This design comes from an exercise in tuning for small area on the open sky130 flow, not from production work. In this exercise RTL edits were held to simulation tests only and were not proved equivalent to the original. The clock port is modelled as an ideal driver, which makes a skipped or thinned clock tree look cheaper than it is; a real chip needs a root buffer or a tree. Power figures rest on the tool's default switching activity, not on a simulated workload.

==> build 6 <==
// MultMan
module MultMan(
  input         clock,
  input         reset,
  input         io_rstn,
  input         io_data_rdy,
  input  [9:0]  io_mult1,
  input  [9:0]  io_mult2,
  output        io_res_rdy,
  output [19:0] io_res
);
export LEC_CHECK = 0
export CAP_MARGIN = 20
export CORE_MARGIN = 2
export CORE_UTILIZATION = 60
export GPL_TIMING_DRIVEN = 0
export PLACE_DENSITY = 0.7
export SLEW_MARGIN = 20
export SYNTH_HIERARCHICAL = 1
create_clock -name core_clock -period 8.0 [get_ports {clock}]
standard.sh (not shown) runs the stock make flow with config.mk's settings and CLKGATE_MAP_FILE= SYNTH_SCRIPT=/design/flow/synth_recipe.tcl, a recipe that flattens the netlist after the stock synthesis.
==> flow/flow/run.sh <==
#!/bin/bash
# Own flow: the standard layout, with the smallest buffer on the ports and
# small clock buffers for the clock tree.
set -euo pipefail
CTS="-sink_clustering_enable -repair_clock_nets -dont_use_dummy_load"
CTS="$CTS -buf_list sky130_fd_sc_hd__clkbuf_8 -root_buf sky130_fd_sc_hd__clkbuf_8"
CTS="$CTS -sink_clustering_size 24 -sink_clustering_max_diameter 40"
bash standard.sh \
  "BUFFER_PORTS_ARGS=-buffer_cell sky130_fd_sc_hd__buf_1" \
  "CTS_ARGS=$CTS" \
  finish > standard.log 2>&1
==> build 39 (differences from build 6) <==
==> flow/flow/run.sh (replaced) <==
#!/bin/bash
# Own flow: the standard layout, with the smallest buffer on the ports and
# small clock buffers for the clock tree.
set -euo pipefail
CTS="-sink_clustering_enable -repair_clock_nets -dont_use_dummy_load"
CTS="$CTS -buf_list sky130_fd_sc_hd__clkbuf_4 -root_buf sky130_fd_sc_hd__clkbuf_4"
CTS="$CTS -sink_clustering_size 12 -sink_clustering_max_diameter 40"
bash standard.sh \
  "BUFFER_PORTS_ARGS=-buffer_cell sky130_fd_sc_hd__buf_1" \
  "CTS_ARGS=$CTS" \
  finish > standard.log 2>&1
--- a/flow/config.mk
+++ b/flow/config.mk
@@ -7,8 +7,7 @@
 export LEC_CHECK = 0
 export CAP_MARGIN = 20
 export CORE_MARGIN = 2
-export CORE_UTILIZATION = 60
+export CORE_UTILIZATION = 40
 export GPL_TIMING_DRIVEN = 0
-export PLACE_DENSITY = 0.7
 export SLEW_MARGIN = 20
 export SYNTH_HIERARCHICAL = 1
==> build 17 (differences from build 6) <==
==> flow/flow/run.sh (replaced) <==
#!/bin/bash
# Own flow: the standard layout, with the smallest buffer on the ports and
# small clock buffers for the clock tree.
set -euo pipefail
CTS="-sink_clustering_enable -repair_clock_nets -dont_use_dummy_load"
CTS="$CTS -buf_list sky130_fd_sc_hd__clkbuf_4 -root_buf sky130_fd_sc_hd__clkbuf_4"
CTS="$CTS -sink_clustering_size 10 -sink_clustering_max_diameter 30"
bash standard.sh \
  "BUFFER_PORTS_ARGS=-buffer_cell sky130_fd_sc_hd__buf_1" \
  "CTS_ARGS=$CTS" \
  finish > standard.log 2>&1
--- a/flow/config.mk
+++ b/flow/config.mk
@@ -7,8 +7,8 @@
 export LEC_CHECK = 0
 export CAP_MARGIN = 20
 export CORE_MARGIN = 2
-export CORE_UTILIZATION = 60
+export CORE_UTILIZATION = 70
 export GPL_TIMING_DRIVEN = 0
-export PLACE_DENSITY = 0.7
+export PLACE_DENSITY = 0.8
 export SLEW_MARGIN = 20
 export SYNTH_HIERARCHICAL = 1
==> trial 11 (differences from build 6) <==
==> flow/flow/run.sh (replaced) <==
#!/bin/bash
# Own flow: the standard layout, with the smallest buffer on the ports and
# a two-level clock tree (flow/mycts.tcl) in place of TritonCTS: compact groups
# of at most MYCTS_CAP flip-flops, one leaf buffer each, one root buffer.
set -euo pipefail
export PRE_CTS_TCL="$PWD/flow/mycts.tcl"
export MYCTS_CAP=12
export MYCTS_LEAF=sky130_fd_sc_hd__clkbuf_4
export MYCTS_ROOT=sky130_fd_sc_hd__clkbuf_8
export MYCTS_BIG=sky130_fd_sc_hd__clkbuf_8
export MYCTS_SLEW=0.120
bash standard.sh \
  "BUFFER_PORTS_ARGS=-buffer_cell sky130_fd_sc_hd__buf_1" \
  finish > standard.log 2>&1
==> flow/flow/mycts.tcl (new file) <==
# Clock tree for a design with one clock and a few hundred flip-flops: the
# flip-flops are split into compact groups of at most MYCTS_CAP (balanced,
# capacity-limited k-means on their placed positions), each group gets one
# leaf clock buffer at its centre, and one root buffer at the centre of the
# leaves drives all of them from the clock port.  Sourced as PRE_CTS_TCL; it
# replaces clock_tree_synthesis for the rest of the CTS step.

proc mycts_build { } {
  set block [ord::get_db_block]
  set db [ord::get_db]
  set cap $::env(MYCTS_CAP)
  set leaf_master [$db findMaster $::env(MYCTS_LEAF)]
  set root_master [$db findMaster $::env(MYCTS_ROOT)]
  set clk_net [[$block findBTerm clock] getNet]

  set sinks {}
  foreach it [$clk_net getITerms] {
    set bb [[$it getInst] getBBox]
    lappend sinks [list $it [expr {([$bb xMin] + [$bb xMax]) / 2}] \
      [expr {([$bb yMin] + [$bb yMax]) / 2}]]
  }
  set n [llength $sinks]
  set k [expr {int(ceil(double($n) / $cap))}]
  puts "mycts: $n sinks, $k leaf buffers of at most $cap"

  # start: horizontal bands of equal count, each cut into runs along x
  set rows [expr {max(1, int(round(sqrt($k))))}]
  set by_y [lsort -integer -index 2 $sinks]
  set cent {}
  set per_row [expr {int(ceil(double($k) / $rows))}]
  set left $k
  set start 0
  for {set r 0} {$r < $rows} {incr r} {
    set kr [expr {min($per_row, $left)}]
    set left [expr {$left - $kr}]
    set cnt [expr {$r == $rows - 1 ? $n - $start : $kr * $cap * $n / ($k * $cap)}]
    set band [lsort -integer -index 1 [lrange $by_y $start [expr {$start + $cnt - 1}]]]
    set start [expr {$start + $cnt}]
    set bn [llength $band]
    for {set c 0} {$c < $kr} {incr c} {
      set lo [expr {$c * $bn / $kr}]
      set hi [expr {($c + 1) * $bn / $kr - 1}]
      set sx 0; set sy 0; set m 0
      foreach s [lrange $band $lo $hi] {
        incr sx [lindex $s 1]; incr sy [lindex $s 2]; incr m
      }
      lappend cent [list [expr {$sx / max($m,1)}] [expr {$sy / max($m,1)}]]
    }
  }
  set k [llength $cent]

  # capacity-limited k-means
  for {set iter 0} {$iter < 30} {incr iter} {
    set pairs {}
    for {set i 0} {$i < $n} {incr i} {
      set s [lindex $sinks $i]
      for {set j 0} {$j < $k} {incr j} {
        set c [lindex $cent $j]
        lappend pairs [list [expr {abs([lindex $s 1] - [lindex $c 0]) + abs([lindex $s 2] - [lindex $c 1])}] $i $j]
      }
    }
    set pairs [lsort -integer -index 0 $pairs]
    set assign [lrepeat $n -1]
    set count [lrepeat $k 0]
    set done 0
    foreach p $pairs {
      lassign $p d i j
      if {[lindex $assign $i] >= 0 || [lindex $count $j] >= $cap} { continue }
      lset assign $i $j
      lset count $j [expr {[lindex $count $j] + 1}]
      incr done
      if {$done == $n} { break }
    }
    set sx [lrepeat $k 0]; set sy [lrepeat $k 0]
    for {set i 0} {$i < $n} {incr i} {
      set j [lindex $assign $i]
      lset sx $j [expr {[lindex $sx $j] + [lindex $sinks $i 1]}]
      lset sy $j [expr {[lindex $sy $j] + [lindex $sinks $i 2]}]
    }
    set new {}
    for {set j 0} {$j < $k} {incr j} {
      set m [lindex $count $j]
      if {$m > 0} {
        lappend new [list [expr {[lindex $sx $j] / $m}] [expr {[lindex $sy $j] / $m}]]
      } else {
        lappend new [lindex $cent $j]
      }
    }
    if {$new eq $cent} { break }
    set cent $new
  }
  puts "mycts: k-means stopped after $iter rounds, group sizes $count"

  # root buffer at the centre of the leaves
  set rx 0; set ry 0
  foreach c $cent { incr rx [lindex $c 0]; incr ry [lindex $c 1] }
  set rx [expr {$rx / $k}]; set ry [expr {$ry / $k}]
  set root [odb::dbInst_create $block $root_master clkbuf_root]
  $root setLocation [expr {$rx - [$root_master getWidth] / 2}] [expr {$ry - [$root_master getHeight] / 2}]
  $root setPlacementStatus PLACED
  set rnet [odb::dbNet_create $block clknet_root]
  $rnet setSigType CLOCK
  set leaf_nets {}
  for {set j 0} {$j < $k} {incr j} {
    set b [odb::dbInst_create $block $leaf_master clkbuf_leaf_$j]
    lassign [lindex $cent $j] cx cy
    $b setLocation [expr {$cx - [$leaf_master getWidth] / 2}] [expr {$cy - [$leaf_master getHeight] / 2}]
    $b setPlacementStatus PLACED
    set lnet [odb::dbNet_create $block clknet_leaf_$j]
    $lnet setSigType CLOCK
    [$b findITerm A] connect $rnet
    [$b findITerm X] connect $lnet
    lappend leaf_nets $lnet
  }
  for {set i 0} {$i < $n} {incr i} {
    set it [lindex $sinks $i 0]
    $it disconnect
    $it connect [lindex $leaf_nets [lindex $assign $i]]
  }
  [$root findITerm A] connect $clk_net
  [$root findITerm X] connect $rnet
  $clk_net setSigType CLOCK
  global_connect
  set_propagated_clock [all_clocks]

  # a leaf whose flip-flops would see too slow a clock edge gets a stronger
  # buffer
  if { [info exists ::env(MYCTS_BIG)] } {
    set big [$db findMaster $::env(MYCTS_BIG)]
    estimate_parasitics -placement
    for {set j 0} {$j < $k} {incr j} {
      set worst 0
      foreach p [get_pins -of_objects [get_nets clknet_leaf_$j] -filter "direction==input"] {
        set worst [expr {max($worst, [get_property $p slew_max])}]
      }
      if { $worst > $::env(MYCTS_SLEW) } {
        puts "mycts: leaf $j slew $worst, using $::env(MYCTS_BIG)"
        [$block findInst clkbuf_leaf_$j] swapMaster $big
      }
    }
  }
}

rename clock_tree_synthesis orfs_clock_tree_synthesis
proc clock_tree_synthesis { args } {
  mycts_build
}
==> summary of the runs <==
- The highest maximum frequency belongs to build 39, the lowest to build 17.
- Against build 17, the routed wire length of build 6 is lower by 5.0%.
- Sequential share of layout area, highest first: trial 11, build 17, build 6, build 39.
- Synthesized area is the same in build 17 and build 39.
- Total power: build 6 is larger than build 17 (about 4.6%).
==> figures <==
item                                                                build 17         build 6        build 39        trial 11
Number of global-route vias before repair                              3,543           3,425           3,240           3,361
Start of the worst register-to-register path                           b[84]           a[83]           a[81]           a[84]
Total CTS buffers                                                         29              23              26               -
Number of ordinary and repair buffers in the finished layout              48              47              56               -
Vert. Die Dim                                                    100 microns     108 microns     131 microns     108 microns
Worst path depth                                                          19              19              20              19
Outcome                                                       finished clean  finished clean  finished clean  finished clean
Crit-path max FO                                                          10              10               5              10
Switching component of the power                                    0.486 mW        0.488 mW        0.471 mW        0.469 mW
Power in the clock group                                            0.451 mW        0.549 mW        0.431 mW        0.407 mW
DP Worst Slack                                                     -0.152 ns      -0.0515 ns       -0.121 ns      -0.0515 ns
Post-detailed-route via-to-cell ratio                                   5.11            4.81            4.23            4.78
In trial 11 the design's own scripts or RTL, not TritonCTS, make the clock network.

* * *

==> inputs of 09-03 <==
MultMan again, from the RTL that the note above started with.
Design MultMan, start of the top module:
module MultMan(
  input         clock,
  input         reset,
  input         io_rstn,
  input         io_data_rdy,
  input  [9:0]  io_mult1,
  input  [9:0]  io_mult2,
  output        io_res_rdy,
  output [19:0] io_res
);
==> flow/config.mk <==
export PLATFORM = sky130hd
export DESIGN_NAME = MultMan
export DESIGN_NICKNAME = MultMan
export VERILOG_FILES = /design/flow/design.v
export SDC_FILE = /design/flow/constraint.sdc
export NUM_CORES = 4
export LEC_CHECK = 0
export CAP_MARGIN = 20
export CORE_MARGIN = 2
export CORE_UTILIZATION = 60
export GPL_TIMING_DRIVEN = 0
export PLACE_DENSITY = 0.7
export SLEW_MARGIN = 20
export SYNTH_HIERARCHICAL = 1
==> flow/constraint.sdc <==
create_clock -name core_clock -period 8.0 [get_ports {clock}]
set_input_delay 1.6000 -clock core_clock [delete_from_list [all_inputs] [get_ports {clock}]]
set_output_delay 1.6000 -clock core_clock [all_outputs]
set_load 0.01 [all_outputs]
==> flow/flow/run.sh <==
#!/bin/bash
# Own flow: the standard layout, with the smallest buffer on the ports and
# small clock buffers for the clock tree.
set -euo pipefail
CTS="-sink_clustering_enable -repair_clock_nets -dont_use_dummy_load"
CTS="$CTS -buf_list sky130_fd_sc_hd__clkbuf_4 -root_buf sky130_fd_sc_hd__clkbuf_4"
CTS="$CTS -sink_clustering_size 12 -sink_clustering_max_diameter 40"
bash standard.sh \
  "BUFFER_PORTS_ARGS=-buffer_cell sky130_fd_sc_hd__buf_1" \
  "CTS_ARGS=$CTS" \
  finish > standard.log 2>&1
==> 03-24 (differences from 09-03) <==
--- a/flow/flow/run.sh
+++ b/flow/flow/run.sh
@@ -5,5 +5,5 @@
 CTS="-sink_clustering_enable -repair_clock_nets -dont_use_dummy_load"
 CTS="$CTS -buf_list sky130_fd_sc_hd__clkbuf_4 -root_buf sky130_fd_sc_hd__clkbuf_4"
-CTS="$CTS -sink_clustering_size 12 -sink_clustering_max_diameter 40"
+CTS="$CTS -sink_clustering_size 14 -sink_clustering_max_diameter 35 -tree_buf sky130_fd_sc_hd__clkbuf_2"
 bash standard.sh \
   "BUFFER_PORTS_ARGS=-buffer_cell sky130_fd_sc_hd__buf_1" \
==> 06-06 (differences from 09-03) <==
--- a/flow/flow/run.sh
+++ b/flow/flow/run.sh
@@ -5,5 +5,5 @@
 CTS="-sink_clustering_enable -repair_clock_nets -dont_use_dummy_load"
 CTS="$CTS -buf_list sky130_fd_sc_hd__clkbuf_4 -root_buf sky130_fd_sc_hd__clkbuf_4"
-CTS="$CTS -sink_clustering_size 12 -sink_clustering_max_diameter 40"
+CTS="$CTS -sink_clustering_size 14 -sink_clustering_max_diameter 35"
 bash standard.sh \
   "BUFFER_PORTS_ARGS=-buffer_cell sky130_fd_sc_hd__buf_1" \
==> summary of the runs <==
Against 09-03, the global-route usage of 06-06 is higher by 0.079 points.
Flip-flop and latch count is the same in 03-24 and 09-03.
Of 09-03 and 06-06, 09-03 has the higher clock skew (gap 0.0034 ns).
06-06 produced a clean layout. 03-24 completed without violations. 09-03 completed with no timing, DRC or antenna violations.
In clock power, 09-03 and 06-06 hardly differ.
Sequential power is about the same in 03-24 and 06-06.
In register-to-register slack, 03-24 and 06-06 hardly differ.
In final area, 03-24 and 06-06 do not differ.
==> figures <==
item                                                            06-06                    03-24                    09-03
FF-to-FF Start                                                  a[82]                    a[82]                    a[83]
Metal-1 WL                                                    3890 µm                  3890 µm                  3800 µm
Register-to-register setup slack                              0.24 ns                  0.24 ns                  0.21 ns
Min-delay src                                                   a[67]                    a[67]                     a[2]
Wire length of the first global-routing pass                 15800 µm                 15800 µm                 15800 µm
Storage cell area                                            4240 µm²                 4240 µm²                 4230 µm²
Clock tree skew after final layout                          0.0560 ns                0.0560 ns                0.0594 ns
Run status                                    complete, no violations  complete, no violations  complete, no violations
Sequential share of power                                       0.597                    0.597                    0.599
Post-Layout Cell Count                                            652                      652                      648
Post-layout util                                                0.680                    0.680                    0.677
Power in the clock group                                   0.000425 W               0.000425 W               0.000424 W
Critical path required time                                   8.45 ns                  8.45 ns                  8.46 ns
Overall power of the completed layout                       0.00187 W                0.00187 W                0.00187 W
Lkg Pwr                                                       2.68 nW                  2.68 nW                  2.66 nW

* * *

==> v4 <==
MultMan, a different RTL version from the one above (not shown whole).
clock: 8.0 ns
lec_check: 0
cap_margin: 20
core_margin: 2
core_utilization: 40
gpl_timing_driven: 0
slew_margin: 20
synth_hierarchical: 1
==> flow/flow/run.sh <==
#!/bin/bash
# Own flow: the standard layout, with the smallest buffer on the ports and
# small clock buffers for the clock tree.
set -euo pipefail
CTS="-sink_clustering_enable -repair_clock_nets -dont_use_dummy_load"
CTS="$CTS -buf_list sky130_fd_sc_hd__clkbuf_4 -root_buf sky130_fd_sc_hd__clkbuf_4"
CTS="$CTS -sink_clustering_size 12 -sink_clustering_max_diameter 40"
bash standard.sh \
  "BUFFER_PORTS_ARGS=-buffer_cell sky130_fd_sc_hd__buf_1" \
  "CTS_ARGS=$CTS" \
  RECOVER_POWER=100 \
  finish > standard.log 2>&1
==> v20 (differences from v4) <==
==> flow/run.sh (new file) <==
#!/bin/bash
# synth_recipe.tcl (not shown) runs the flow's synth.tcl, then flattens the netlist and writes it again
# the make line also repeats each setting of config.mk as NAME=value (left out here)
make -C /OpenROAD-flow-scripts/flow DESIGN_CONFIG=/design/flow/config.mk WORK_HOME=/design/flow/orfs CLKGATE_MAP_FILE= SYNTH_SCRIPT=/design/flow/synth_recipe.tcl finish
--- a/flow/config.mk
+++ b/flow/config.mk
@@ -9,5 +9,4 @@
 export CORE_MARGIN = 2
 export CORE_UTILIZATION = 40
-export GPL_TIMING_DRIVEN = 0
 export SLEW_MARGIN = 20
 export SYNTH_HIERARCHICAL = 1
removed: flow/flow/run.sh
removed: flow/standard.sh
==> impl_metrics.json <==
{
  "status": "timing/DRC/antenna clean",
  "p_comb_mw": 0.432,
  "post_dp_cell_area_um2": 7300,
  "n_clock_buffer": 29,
  "wl_per_cell_um": 12.0,
  "worst_ep_arrival_time_ns": 8.06,
  "gp_congestion": 0.800,
  "clock_latency_ns": 0.48
}
# the run above: v20

==> impl_metrics.json <==
{
  "path_clk_slew_ns": 0.11,
  "wl_per_cell_um": 11.8,
  "clock_latency_ns": 0.60,
  "grt_pass1_wl_mm": 15.0,
  "synth_top_area_share_pct": 65.1,
  "status": "timing/DRC/antenna clean",
  "async_reset_ff_share_pct": 0,
  "multiInputGateArea_um2": 2270,
  "gp_congestion": 0.817,
  "min_to": "a[20]",
  "p_comb_mw": 0.399,
  "post_dp_cell_area_um2": 6900
}
# the run above: v4

## what the ideal ports hide
The flow's constraints put no driver on any port. The routed layouts listed below were extracted and timed again, unchanged, in two steps. Step 1 assumes that a clkbuf_16 drives the clock port and a buf_2 every other input. Step 2 also shifts input and output timing later by t, the mid clock arrival at the registers, as if the neighbouring blocks saw the same clock. Three values: no drivers, after step 1, after step 2; two values: the first two.
| run | t, ns | setup WS [ns] | slew at the worst register clock pin (ns) | worst slew at a driven data input, ns | pins driven straight from the clock port |
|---|---|---|---|---|---|
| build 6 | 0.518 | 0.213 / 0.213 / 0.213 | 0.10 / 0.10 | 0.04 | 1 |
| build 39 | 0.590 | 0.289 / 0.289 / 0.289 | 0.12 / 0.12 | 0.03 | 1 |
| build 17 | 0.601 | 0.156 / 0.156 / 0.156 | 0.10 / 0.10 | 0.03 | 1 |
| trial 11 | 0.460 | 0.218 / 0.218 / 0.218 | 0.11 / 0.11 | 0.04 | 1 |
| 09-03 | 0.591 | 0.206 / 0.206 / 0.206 | 0.11 / 0.11 | 0.04 | 1 |
| 03-24 | 0.593 | 0.242 / 0.242 / 0.242 | 0.12 / 0.12 | 0.04 | 1 |
| 06-06 | 0.593 | 0.242 / 0.242 / 0.242 | 0.12 / 0.12 | 0.04 | 1 |
| v4 | 0.612 | 0.246 / 0.246 / 0.246 | 0.11 / 0.11 | 0.03 | 1 |
| v20 | 0.516 | 0.291 / 0.291 / 0.291 | 0.06 / 0.06 | 0.03 | 1 |
After both steps setup and hold are still met in every run listed.
